What follows belongs to an exercise in optimizing a design on an open flow for small area and a short achievable clock period; a production flow would make more cautious choices. Only simulation tests tie the RTL to the original design; equivalence was not proved. Power is estimated from default activity; no workload was simulated.

==> 09-10: inputs <==
## mschdpath
module mschdpath (
    input clk, rst_b,ld_merg,upd_mreg, input [511:0] blk, output [31:0] m0
);
    function [31:0] RtRot(input [31:0] x, input [4:0] p);
        reg [63:0] tmp; begin
        tmp = {x, x} >> p; RtRot = tmp[31:0];end
    endfunction
    function [31:0] Sgm0(input [31:0]x); begin
        Sgm0=RtRot(x,7)^RtRot(x,18)^(x>>3);end
    endfunction
    function [31:0] Sgm1(input [31:0]x); begin
        Sgm1=RtRot(x,17)^RtRot(x,19)^(x>>10);end
    endfunction
    function [31:0] Word32(input [511:0]blk, input [3:0]idx); begin
        Word32 = blk[511-32*idx -:32];end
    endfunction
    wire sl = upd_mreg & ld_merg;
    wire ss = upd_mreg & ~ld_merg;
    wire sh = ~upd_mreg;
    reg z;
    always @ (posedge clk, negedge rst_b)
        if (!rst_b)   z <= 1'b1;
        else if (sl)  z <= 1'b0;
    reg [31:0] m[0:14];
    reg [31:0] ps, pc;
    wire [31:0] dm[0:14];
    wire [31:0] dps, dpc;
  ...
==> module rgst2, before the edit <==
module rgst2 #(
    parameter w=32
)(
    input ss, sh, input [w-1:0] ds, dh, output [w-1:0] d
);
    assign d = ({w{ss}} & ds) | ({w{sh}} & dh);
endmodule
==> module mschdpath, before the edit <==
module mschdpath (
    input clk, rst_b,ld_merg,upd_mreg, input [511:0] blk, output [31:0] m0
);
    function [31:0] RtRot(input [31:0] x, input [4:0] p);
        reg [63:0] tmp; begin
        tmp = {x, x} >> p; RtRot = tmp[31:0];end
    endfunction
    function [31:0] Sgm0(input [31:0]x); begin
        Sgm0=RtRot(x,7)^RtRot(x,18)^(x>>3);end
    endfunction
    function [31:0] Sgm1(input [31:0]x); begin
        Sgm1=RtRot(x,17)^RtRot(x,19)^(x>>10);end
    endfunction
    function [31:0] Word32(input [511:0]blk, input [3:0]idx); begin
        Word32 = blk[511-32*idx -:32];end
    endfunction
    wire sl = upd_mreg & ld_merg;
    wire ss = upd_mreg & ~ld_merg;
    wire sh = ~upd_mreg;
    reg z;
    always @ (posedge clk, negedge rst_b)
        if (!rst_b)   z <= 1'b1;
        else if (sl)  z <= 1'b0;
    reg [31:0] m[0:14];
    reg [31:0] ps, pc;
    wire [31:0] dm[0:14];
    wire [31:0] dps, dpc;
    rgst #(.w(32)) s0(.sl(sl), .ss(ss & ~z), .sh(sh), .dl(Word32(blk,0)), .ds(m[1]), .dh(m[0]), .d(dm[0]));
    always @ (posedge clk, negedge rst_b)
        if (!rst_b) m[0] <= 32'd0;
        else        m[0] <= dm[0];
    genvar k;
    generate
        for (k = 1; k < 14; k = k + 1) begin: wd
            rgst #(.w(32)) sk(.sl(sl), .ss(ss), .sh(sh), .dl(Word32(blk,k)), .ds(m[k+1]), .dh(m[k]), .d(dm[k]));
        end
    endgenerate
    rgst #(.w(32)) s14(.sl(sl), .ss(ss), .sh(sh), .dl(Word32(blk,14)), .ds(ps + pc), .dh(m[14]), .d(dm[14]));
    wire [31:0] a = m[0], b = Sgm0(m[1]), c = m[9], d = Sgm1(m[14]);
    wire [31:0] s1v = a ^ b ^ c;
    wire [31:0] c1v = {(a[30:0] & b[30:0]) | (a[30:0] & c[30:0]) | (b[30:0] & c[30:0]), 1'b0};
    wire [31:0] s2v = s1v ^ c1v ^ d;
    wire [31:0] c2v = {(s1v[30:0] & c1v[30:0]) | (s1v[30:0] & d[30:0]) | (c1v[30:0] & d[30:0]), 1'b0};
    rgst  #(.w(32)) sps(.sl(sl), .ss(ss), .sh(sh), .dl(Word32(blk,15)), .ds(s2v), .dh(ps), .d(dps));
    rgst2 #(.w(32)) spc(.ss(ss), .sh(sh), .ds(c2v), .dh(pc), .d(dpc));
    integer i;
    always @ (posedge clk) begin
        for (i = 1; i < 15; i = i + 1) m[i] <= dm[i];
        ps <= dps;
        pc <= dpc;
    end
    assign m0 = m[0];
endmodule
Settings: LEC_CHECK=0, CAP_MARGIN=20, CORE_MARGIN=2, CORE_UTILIZATION=40, SETUP_SLACK_MARGIN=2.3, SLEW_MARGIN=20, SYNTH_HIERARCHICAL=1; clock period 4.5 ns.
run.sh (not shown) runs the stock make flow with config.mk's settings and CLKGATE_MAP_FILE= SYNTH_SCRIPT=/design/flow/synth_recipe.tcl, a recipe that flattens the netlist after the stock synthesis.
==> 05-17 (differences from 09-10) <==
==> flow/design.v (replaced) <==
module rgst #(
    parameter w=32
)(
    input sl, ss, sh, input [w-1:0] dl, ds, dh, output [w-1:0] d
);
    assign d = ({w{sl}} & dl) | ({w{ss}} & ds) | ({w{sh}} & dh);
endmodule
module selo (input sl, sh, input [31:0] dl, dh, output [31:0] on);
    assign on = ~(({32{sl}} & dl) | ({32{sh}} & dh));
endmodule
module selh (input sh, input [31:0] dh, output [31:0] on);
    assign on = ~({32{sh}} & dh);
endmodule
module sel1 (input sl, sh, input [31:0] dh, output [31:0] on);
    assign on = ~({32{sl}} | ({32{sh}} & dh));
endmodule
module nandb (input s, input [31:0] a, output [31:0] y);
    assign y = ~({32{s}} & a);
endmodule
module nandw (input [31:0] a, b, output [31:0] y);
    assign y = ~(a & b);
endmodule
module norw (input [31:0] a, b, output [31:0] y);
    assign y = ~(a | b);
endmodule
module orw (input [31:0] a, b, output [31:0] y);
    assign y = a | b;
endmodule
module andw (input [31:0] a, b, output [31:0] y);
    assign y = a & b;
endmodule
module xor2w (input [31:0] a, b, output [31:0] y);
    assign y = a ^ b;
endmodule
module andnw (input [31:0] a, b, output [31:0] y);
    assign y = a & ~b;
endmodule
module aow (input [31:0] o, a, b, output [31:0] y);
    assign y = o | (b & a);
endmodule
module maj3w (input [31:0] a, b, c, output [31:0] y);
    assign y = (a & b) | (c & (a | b));
endmodule
module xor3w (input [31:0] a, b, c, output [31:0] y);
    wire [31:0] ab;
    xor2w x0(.a(a), .b(b), .y(ab));
    xor2w x1(.a(ab), .b(c), .y(y));
endmodule
module pfxw #(
    parameter S=1, parameter INV=0
)(
    input [31:0] g, t, output [31:0] go, to
);
    genvar i;
    generate
        for (i = 0; i < 32; i = i + 1) begin: b
            if (i >= S) begin: c
                if (INV) begin: n
                    assign go[i] = ~(g[i] & (t[i] | g[i-S]));
                    assign to[i] = ~(t[i] | t[i-S]);
                end else begin: p
                    assign go[i] = ~(g[i] | (t[i] & g[i-S]));
                    assign to[i] = ~(t[i] & t[i-S]);
                end
            end else begin: l
                assign go[i] = ~g[i];
                assign to[i] = 1'b0;
            end
        end
    endgenerate
endmodule
module addgt (
    input [31:0] gn, tn, output [31:0] s
);
    wire [31:0] x, g1, t1, g2, t2, g3, t3, g4, t4, g5, t5;
    norw  ux(.a(tn), .b(~gn), .y(x));
    pfxw #(.S(1),  .INV(1)) u1(.g(gn), .t(tn), .go(g1), .to(t1));
    pfxw #(.S(2),  .INV(0)) u2(.g(g1), .t(t1), .go(g2), .to(t2));
    pfxw #(.S(4),  .INV(1)) u3(.g(g2), .t(t2), .go(g3), .to(t3));
    pfxw #(.S(8),  .INV(0)) u4(.g(g3), .t(t3), .go(g4), .to(t4));
    pfxw #(.S(16), .INV(1)) u5(.g(g4), .t(t4), .go(g5), .to(t5));
    xor2w us(.a(x), .b({g5[30:0], 1'b0}), .y(s));
endmodule
module csa4 (
    input [31:0] a, b, c, d, output [31:0] gn, tn
);
    wire [31:0] acx, aca, aco, s1, c1, c1s, sc, s, c2, k;
    xor2w x0(.a(a), .b(c), .y(acx));
    andw  a0(.a(a), .b(c), .y(aca));
    orw   o0(.a(a), .b(c), .y(aco));
    xor2w x1(.a(acx), .b(b), .y(s1));
    aow   j1(.o(aca), .a(aco), .b(b), .y(c1));
    assign c1s = {c1[30:0], 1'b0};
    xor2w x2(.a(s1), .b(c1s), .y(sc));
    xor2w x3(.a(sc), .b(d), .y(s));
    maj3w j2(.a(s1), .b(c1s), .c(d), .y(c2));
    assign k = {c2[30:0], 1'b0};
    nandw n0(.a(s), .b(k), .y(gn));
    norw  r0(.a(s), .b(k), .y(tn));
endmodule
module mschdpath (
    input clk, rst_b,ld_merg,upd_mreg, input [511:0] blk, output [31:0] m0
);
    function [31:0] Word32(input [511:0]blk, input [3:0]idx); begin
        Word32 = blk[511-32*idx -:32];end
    endfunction
    wire sl = upd_mreg & ld_merg;
    wire ss = upd_mreg & ~ld_merg;
    wire sh = ~upd_mreg;
    reg z;
    always @ (posedge clk, negedge rst_b)
        if (!rst_b)   z <= 1'b1;
        else if (sl)  z <= 1'b0;
    reg [31:0] m[0:14];
    reg [31:0] pg, pt;
    wire [31:0] dm[0:14];
    wire [31:0] dpg, dpt;
    rgst #(.w(32)) s0(.sl(sl), .ss(ss & ~z), .sh(sh), .dl(Word32(blk,0)), .ds(m[1]), .dh(m[0]), .d(dm[0]));
    always @ (posedge clk, negedge rst_b)
        if (!rst_b) m[0] <= 32'd0;
        else        m[0] <= dm[0];
    genvar k;
    generate
        for (k = 1; k < 14; k = k + 1) begin: wd
            rgst #(.w(32)) sk(.sl(sl), .ss(ss), .sh(sh), .dl(Word32(blk,k)), .ds(m[k+1]), .dh(m[k]), .d(dm[k]));
        end
    endgenerate
    wire [31:0] sum14, o14, n14;
    addgt u_add(.gn(pg), .tn(pt), .s(sum14));
    selo  o_14(.sl(sl), .sh(sh), .dl(Word32(blk,14)), .dh(m[14]), .on(o14));
    nandb n_14(.s(ss), .a(sum14), .y(n14));
    nandw f_14(.a(n14), .b(o14), .y(dm[14]));
    wire [31:0] x1 = m[1], x14 = m[14];
    wire [31:0] sg0, sg1;
    xor3w u_s0(.a({x1[6:0], x1[31:7]}), .b({x1[17:0], x1[31:18]}), .c({3'b000, x1[31:3]}), .y(sg0));
    xor3w u_s1(.a({x14[16:0], x14[31:17]}), .b({x14[18:0], x14[31:19]}), .c({10'd0, x14[31:10]}), .y(sg1));
    wire [31:0] gn, tn;
    csa4 u_csa(.a(m[0]), .b(sg0), .c(m[9]), .d(sg1), .gn(gn), .tn(tn));
    wire [31:0] og, ng, ot, nt;
    sel1  o_g(.sl(sl), .sh(sh), .dh(pg), .on(og));
    nandb n_g(.s(ss), .a(gn), .y(ng));
    nandw f_g(.a(ng), .b(og), .y(dpg));
    selo  o_t(.sl(sl), .sh(sh), .dl(~Word32(blk,15)), .dh(pt), .on(ot));
    nandb n_t(.s(ss), .a(tn), .y(nt));
    nandw f_t(.a(nt), .b(ot), .y(dpt));
    integer i;
    always @ (posedge clk) begin
        for (i = 1; i < 15; i = i + 1) m[i] <= dm[i];
        pg <= dpg;
        pt <= dpt;
    end
    assign m0 = m[0];
endmodule
==> flow/flow/run.sh (new file) <==
#!/bin/bash
# Standard layout, but the port buffers are the smallest buffer (buf_1)
# rather than the delay cell buffer_ports picks by default.
set -o pipefail
export BUFFER_PORTS_ARGS="-buffer_cell sky130_fd_sc_hd__buf_1"
bash standard.sh > standard_flow.log 2>&1
==> flow/standard.sh (new file) <==
#!/bin/bash
# synth_recipe.tcl (not shown) runs the flow's synth.tcl, then flattens the netlist and writes it again
# the make line also repeats each setting of config.mk as NAME=value (left out here)
make -C /OpenROAD-flow-scripts/flow DESIGN_CONFIG=/design/flow/config.mk WORK_HOME=/design/flow/orfs CLKGATE_MAP_FILE= SYNTH_SCRIPT=/design/flow/synth_recipe.tcl "${@:-finish}"
CORE_UTILIZATION = 62   (was 40)
CTS_CLUSTER_DIAMETER = 70   (was not set)
CTS_CLUSTER_SIZE = 30   (was not set)
PLACE_DENSITY = 0.72   (was not set)
SETUP_SLACK_MARGIN = 2.5   (was 2.3)
removed: flow/run.sh
==> summary of the runs <==
- In sequential power, 05-17 and 09-10 hardly differ.
- Between 05-17 and 09-10, the lower fmax is in 09-10 (gap 17%, measured against 09-10).
- In 09-10 the count of clock-buffer cells in the layout is higher than in 05-17, by 48.
- Of 05-17 and 09-10, 05-17 has the higher register-to-register slack (gap 420 ps).
- In 05-17 the combinational power is higher than in 09-10, by about 8%.
- In clock skew, 09-10 and 05-17 hardly differ.
- Between 09-10 and 05-17, the lower utilization is in 09-10 (gap 19 points).
- Non-clock buffer count: 05-17 is higher than 09-10 (9).
- Of 09-10 and 05-17, 09-10 has the higher die area (gap 44%, measured against 05-17).
- In sequential cell count, 05-17 and 09-10 do not differ.
- In 05-17 the clock power is smaller than in 09-10, by about 20%.
==> figures <==
metric                                                                 05-17        09-10
Post-route fraction of the period consumed by the critical path        53.3%        62.6%
TritonRoute pass-1 iters                                                  23           14
Fraction of area in multi-input gates                                  37.8%        30.6%
Sequential group power                                               7.17 mW      7.20 mW
Drt wl/cell                                                          24.8 um      25.7 um
Post-synthesis instance area                                     25,000 um^2  23,300 um^2
First-pass GRT wire length                                        132,000 um   127,000 um
Largest incremental delay on the critical path                        570 ps       340 ps
Detail Route met2 WL                                               43,000 um    42,800 um
Number of post-CTS setup repair buffers                                   46           47
Worst Hold Slack                                                      453 ps       396 ps
Count of inserted antenna diode cells                                     17           12
Layout Skew                                                          31.9 ps      31.8 ps
Area of combinational cells with multiple inputs                 11,300 um^2    9960 um^2
Total of plain and repair buffers excluding clock buffers                651          642
Sequential cell fraction of total power                                40.0%        38.9%
Data required time of the worst path                                 4960 ps      4990 ps
Die Span Y                                                            205 um       245 um
P_sw                                                                 7.53 mW      6.46 mW
Status                                              timing/DRC/antenna clean  timing/DRC/antenna clean
Overall global routing resource usage                                  41.7%        28.2%
Met3 routed WL                                                     11,500 um      8340 um
Number of DRC markers in iteration 0                                   5,566        4,137

[static timing again, ports no longer ideal]
Ports are ideal in the flow. The routed layouts listed here were re-timed in OpenROAD. Step 1, drivers: a clkbuf_16 drives clk and a buf_2 each remaining input, both assumed. Step 2 adds t to the input delays and takes it off the output delays; t is the mean of the earliest and latest rising clock arrival at the registers after step 1. Input paths then give back, and output paths get back, about the clock's delay inside the block. Three values: no drivers, after step 1, after step 2; two values: the first two.
| run | shift t [ns] | setup WS [ns] | worst data-port slew with drivers (ns) |
|---|---|---|---|
| 09-10 | 0.683 | 1.682 / 1.682 / 1.682 | 0.12 |
| 05-17 | 0.641 | 2.099 / 2.099 / 1.917 | 0.13 |
After both steps setup and hold are still met in every run listed. For 05-17, which loses most, drivers alone change the setup slack by 0.000 ns; drivers and shift together by -0.182 ns.
